What follows belongs to an exercise in optimizing a design on an open flow for small area; a production flow would make more cautious choices. Only simulation tests tie the RTL to the original design; equivalence was not proved. Power figures rest on the tool's default switching activity, not on a simulated workload.

Setup of before:
## electric_clock
module electric_clock(
    Clk,
    Reset_n,
    Key,
    LED,
    SEL,
    SEG
    );
Size: roughly 1300 cells after synthesis, ~290 flip-flops, roughly 13000 um^2 of cells after synthesis.
clock: 20.0 ns
lec_check: 0
cap_margin: 0
core_margin: 2
core_utilization: 55
place_density: 0.7
slew_margin: 0
standard.sh (not shown) runs the stock make flow with config.mk's settings and CLKGATE_MAP_FILE= SYNTH_SCRIPT=/design/flow/synth_recipe.tcl, a recipe that flattens the netlist after the stock synthesis.
==> flow/flow/run.sh <==
#!/bin/bash
# The standard layout (standard.sh), with these changes:
#  * synthesis: ORFS's synthesis script unchanged, except that adders are
#    not extracted into half/full-adder cells and the combinational logic
#    is mapped with an area-oriented ABC script (flow/abc_area.script)
#    instead of ORFS's delay-oriented one; registers are not touched;
#  * the clock tree uses the buffers and clustering in flow/cts_args and no
#    dummy loads;
#  * the port buffers are the smallest buffer cell.
# make's output goes to flow_make.log; ORFS's own logs are in orfs/logs.
set -euo pipefail
HERE=$(pwd)
{
  echo 'proc extract_fa {args} { puts "flow: extract_fa skipped" }'
  echo 'proc abc {args} {'
  echo '  set i [lsearch $args -script]'
  echo "  set args [lreplace \$args \$i [expr {\$i+1}] -script $HERE/flow/abc_area.script]"
  echo '  set j [lsearch $args -D]'
  echo '  if {$j >= 0} { set args [lreplace $args $j [expr {$j+1}]] }'
  echo '  yosys abc {*}$args'
  echo '}'
  cat synth_recipe.tcl
} > flow_synth.tcl
sed "s#SYNTH_SCRIPT=[^ ]*#SYNTH_SCRIPT=$HERE/flow_synth.tcl#" standard.sh > flow_standard.sh
bash flow_standard.sh "CTS_ARGS=$(cat flow/cts_args)" "BUFFER_PORTS_ARGS=-buffer_cell sky130_fd_sc_hd__buf_1" finish > flow_make.log 2>&1
==> flow/flow/abc_area.script <==
&get -n
&st
&deepsyn -T 60 -I 4 -S 7
&dch -f
&nf -R 1000 -p
&put
==> flow/flow/cts_args <==
-sink_clustering_enable -repair_clock_nets -dont_use_dummy_load -buf_list sky130_fd_sc_hd__clkbuf_8 -sink_clustering_size 14 -sink_clustering_max_diameter 100
before ran to completion and came out clean on the timing, design-rule and antenna checks.
Input changes introduced in after (baseline for comparison: before):
--- a/flow/design.v
+++ b/flow/design.v
@@ -247,62 +247,55 @@
     wire month_b = k3 ? ~k2[0] : (k2[0] ^ k2[3]);       
     wire feb = ~k3 & k2[1] & ~k2[0] & ~k2[2];
     wire leap_year = ~k4[0] & ~(k4[1] ^ k5[0]);
     wire year_full = k5_9 & k4_9;
     wire month_full = k3 & k2[1];
     wire day_full = (k1_3 & (~month_b | k0[0])) | (feb & k1_2 & k0[3] & (~leap_year | k0[0]));
+    wire day_inc = ki0 | f_clear_d;
+    wire day_dec = kd0 & ~f_clear_d;
+    wire mon_carry = f_clear_d & day_full;
+    wire mon_inc = ki1 | mon_carry;
+    wire mon_dec = kd1 & ~mon_carry;
+    wire yr_carry = mon_carry & month_full;
+    wire yr_inc = ki2 | yr_carry;
+    wire yr_dec = kd2 & ~yr_carry;
     always @(posedge Clk or negedge Reset_n)
         if (!Reset_n) begin
             k0 <= 1; k1 <= 0; k2 <= 1; k3 <= 0; k4 <= 0; k5 <= 0;
         end else begin
-            if (ki0) begin
+            if (day_inc) begin
                 if (day_full) begin k0 <= 1; k1 <= 0; end
                 else if (k0_9) begin k0 <= 0; k1 <= k1 + 1'b1; end
                 else k0 <= k0 + 1'b1;
-            end else if (kd0) begin
+            end else if (day_dec) begin
                 if (k0_1 & k1_0) begin
                     if (month_b) begin k0 <= 1; k1 <= 3; end
                     else if (feb) begin k0 <= {3'b100, leap_year}; k1 <= 2; end
                     else begin k0 <= 0; k1 <= 3; end
                 end
                 else if (k0_0) begin k0 <= 9; k1 <= k1 - 1'b1; end
                 else k0 <= k0 - 1'b1;
             end
-            if (ki1) begin
+            if (mon_inc) begin
                 if (month_full) begin k2 <= 1; k3 <= 0; end
                 else if (k2_9) begin k2 <= 0; k3 <= 1; end
                 else k2 <= k2 + 1'b1;
-            end else if (kd1) begin
+            end else if (mon_dec) begin
                 if (k2_1 & ~k3) begin k2 <= 2; k3 <= 1; end
                 else if (k2_0) begin k2 <= 9; k3 <= 0; end
                 else k2 <= k2 - 1'b1;
             end
-            if (ki2) begin
+            if (yr_inc) begin
                 if (year_full) begin k4 <= 0; k5 <= 0; end
                 else if (k4_9) begin k4 <= 0; k5 <= k5 + 1'b1; end
                 else k4 <= k4 + 1'b1;
-            end else if (kd2) begin
+            end else if (yr_dec) begin
                 if (k4_0 & k5_0) begin k4 <= 9; k5 <= 9; end
                 else if (k4_0) begin k4 <= 9; k5 <= k5 - 1'b1; end
                 else k4 <= k4 - 1'b1;
             end
-            if (f_clear_d) begin
-                if (day_full) begin
-                    k0 <= 1; k1 <= 0;
-                    if (month_full) begin
-                        k2 <= 1; k3 <= 0;
-                        if (year_full) begin k4 <= 0; k5 <= 0; end
-                        else if (k4_9) begin k4 <= 0; k5 <= k5 + 1'b1; end
-                        else k4 <= k4 + 1'b1;
-                    end
-                    else if (k2_9) begin k2 <= 0; k3 <= 1; end
-                    else k2 <= k2 + 1'b1;
-                end
-                else if (k0_9) begin k0 <= 0; k1 <= k1 + 1'b1; end
-                else k0 <= k0 + 1'b1;
-            end
         end
     reg [3:0] a0;
     reg [2:0] a1;
     reg [3:0] a2;
     reg [2:0] a3;
     reg [3:0] a4;
Results
after has completed all stages; timing, DRC and antenna checks passed.
In the reports for before and after, the smaller number of standard cells in the final layout excluding fillers belongs to after.
Status: clock latency reported for the late side of the worst-skew pair parity (after, before)
Area growth from synthesis to layout: before and after compared, lower one is before
Sequential fraction of the synthesis area: after vs before — no meaningful difference
| share of total power in the clock network | after vs before | 0.2 points lower |
Diff after..before | design area | negligible
For sequential share of layout area, after and before come out practically identical.

## lane 1
Starting RTL as in the previous note.
Design electric_clock, start of the top module:
module electric_clock(
    Clk,
    Reset_n,
    Key,
    LED,
    SEL,
    SEG
    );
    input Clk;
    input Reset_n;
    input [3:0]Key;
    output [3:0]LED;
    output [7:0]SEL;
    output [7:0]SEG;
    localparam KTW  = 5'd27;    
    localparam KDONE = 5'd22;
    localparam NF   = 500;
    localparam FH   = 249;
    localparam NS   = 1000;
    localparam N2S  = 2000;
    localparam N5S  = 5000;
    localparam N10S = 10000;
    localparam FW   = 9;      
    localparam FOFF = 7;      
    localparam [10:0] K_2S  = 11'd1491;    
    localparam [12:0] T_1S  = 13'd8168;    
    localparam [12:0] T_5S  = 13'd1729;    
    localparam [13:0] A_5S  = 14'd15875;   
    localparam [13:0] A_10S = 14'd16371;   
    localparam CLOCK=0;
    localparam CLOCK_C=1;
    localparam CALENDAR=2;
    localparam CALENDAR_C=3;
    localparam ALARM=4;
    localparam COUNTER_D_SET=5;
    localparam COUNTER_D_START=6;
    function [3:0] inc10;
        input [3:0] d;
        inc10 = (d[3] & d[0]) ? 4'd0 : d + 1'b1;
    endfunction
    function [3:0] dec10;
        input [3:0] d;
  ...
clock: 20.0 ns
lec_check: 0
cap_margin: 0
core_margin: 2
core_utilization: 55
place_density: 0.7
slew_margin: 0
==> flow/flow/cts_args <==
-sink_clustering_enable -repair_clock_nets -dont_use_dummy_load -buf_list sky130_fd_sc_hd__clkbuf_8 -sink_clustering_size 16 -sink_clustering_max_diameter 100
Scripts as last shown in full above: flow/flow/run.sh, flow/flow/abc_area.script
Inputs modified between lane 1 and lane 2:
--- a/flow/design.v
+++ b/flow/design.v
@@ -244,68 +244,61 @@
     wire k4_0 = k4 == 0;
     wire k5_9 = k5[3] & k5[0];
     wire k5_0 = k5 == 0;
     wire month_b = k3 ? ~k2[0] : (k2[0] ^ k2[3]);       
     wire feb = ~k3 & k2[1] & ~k2[0] & ~k2[2];
     wire leap_year = ~k4[0] & ~(k4[1] ^ k5[0]);
     wire year_full = k5_9 & k4_9;
     wire month_full = k3 & k2[1];
     wire day_full = (k1_3 & (~month_b | k0[0])) | (feb & k1_2 & k0[3] & (~leap_year | k0[0]));
+    wire day_inc = ki0 | f_clear_d;
+    wire day_dec = kd0 & ~f_clear_d;
+    wire mon_carry = f_clear_d & day_full;
+    wire mon_inc = ki1 | mon_carry;
+    wire mon_dec = kd1 & ~mon_carry;
+    wire yr_carry = mon_carry & month_full;
+    wire yr_inc = ki2 | yr_carry;
+    wire yr_dec = kd2 & ~yr_carry;
     always @(posedge Clk or negedge Reset_n)
         if (!Reset_n) begin
             k0 <= 1; k1 <= 0; k2 <= 1; k3 <= 0; k4 <= 0; k5 <= 0;
         end else begin
-            if (ki0) begin
+            if (day_inc) begin
                 if (day_full) begin k0 <= 1; k1 <= 0; end
                 else if (k0_9) begin k0 <= 0; k1 <= k1 + 1'b1; end
                 else k0 <= k0 + 1'b1;
-            end else if (kd0) begin
+            end else if (day_dec) begin
                 if (k0_1 & k1_0) begin
                     if (month_b) begin k0 <= 1; k1 <= 3; end
                     else if (feb) begin k0 <= {3'b100, leap_year}; k1 <= 2; end
                     else begin k0 <= 0; k1 <= 3; end
                 end
                 else if (k0_0) begin k0 <= 9; k1 <= k1 - 1'b1; end
                 else k0 <= k0 - 1'b1;
             end
-            if (ki1) begin
+            if (mon_inc) begin
                 if (month_full) begin k2 <= 1; k3 <= 0; end
                 else if (k2_9) begin k2 <= 0; k3 <= 1; end
                 else k2 <= k2 + 1'b1;
-            end else if (kd1) begin
+            end else if (mon_dec) begin
                 if (k2_1 & ~k3) begin k2 <= 2; k3 <= 1; end
                 else if (k2_0) begin k2 <= 9; k3 <= 0; end
                 else k2 <= k2 - 1'b1;
             end
-            if (ki2) begin
+            if (yr_inc) begin
                 if (year_full) begin k4 <= 0; k5 <= 0; end
                 else if (k4_9) begin k4 <= 0; k5 <= k5 + 1'b1; end
                 else k4 <= k4 + 1'b1;
-            end else if (kd2) begin
+            end else if (yr_dec) begin
                 if (k4_0 & k5_0) begin k4 <= 9; k5 <= 9; end
                 else if (k4_0) begin k4 <= 9; k5 <= k5 - 1'b1; end
                 else k4 <= k4 - 1'b1;
             end
-            if (f_clear_d) begin
-                if (day_full) begin
-                    k0 <= 1; k1 <= 0;
-                    if (month_full) begin
-                        k2 <= 1; k3 <= 0;
-                        if (year_full) begin k4 <= 0; k5 <= 0; end
-                        else if (k4_9) begin k4 <= 0; k5 <= k5 + 1'b1; end
-                        else k4 <= k4 + 1'b1;
-                    end
-                    else if (k2_9) begin k2 <= 0; k3 <= 1; end
-                    else k2 <= k2 + 1'b1;
-                end
-                else if (k0_9) begin k0 <= 0; k1 <= k1 + 1'b1; end
-                else k0 <= k0 + 1'b1;
-            end
         end
     reg [3:0] a0;
     reg [2:0] a1;
     reg [3:0] a2;
     reg [2:0] a3;
     reg [3:0] a4;
     reg [1:0] a5;
     always @(posedge Clk or negedge Reset_n)
         if (!Reset_n) begin
[summary]
Diff lane 1 -> lane 2: area after synthesis comparable; number of cells produced by synthesis shows a reduction of 1.3%; shortest period the worst path allows saw an increase; area growth from synthesis to layout grew by 0.20 points; total power decreased by 0.60% relative to the old numbers.
The final reports for lane 2 and lane 1 show wire length of the first global-routing pass lower in the former.
[compare] base=lane 1 new=lane 2: clock distribution power went down about 2%, sum of routed wire segments on met1 climbed 130 um, share of the cycle needed by the critical path after routing climbed 0.88 points, final design area excluding fillers level, core utilization of the finished layout roughly the same.

[port drivers added, routing unchanged]
How much do the figures lean on ideal ports? The routed layouts below were timed once more, with nothing changed but the port constraints.
Step 1 assumes that a clkbuf_16 drives the clock port and a buf_2 every other input.
Step 2, shift: input delay + t, output delay - t, t = (earliest + latest rising clock arrival at the registers) / 2. This alone moves slack from input paths to output paths.
Three values: no drivers, after step 1, after step 2; two values: the first two.
run | t (ns) | slack for setup (ns) | latest minus earliest clock arrival (ns) | worst data-port slew with drivers (ns)
before | 0.594 | 13.595 / 13.551 / 14.145 | 0.048 / 0.048 | 0.03
after | 0.593 | 13.497 / 13.453 / 14.046 | 0.052 / 0.052 | 0.03
lane 1 | 0.597 | 13.589 / 13.548 / 14.145 | 0.039 / 0.039 | 0.03
lane 2 | 0.582 | 13.413 / 13.369 / 13.951 | 0.053 / 0.053 | 0.03
After both steps every run listed still meets setup and hold.
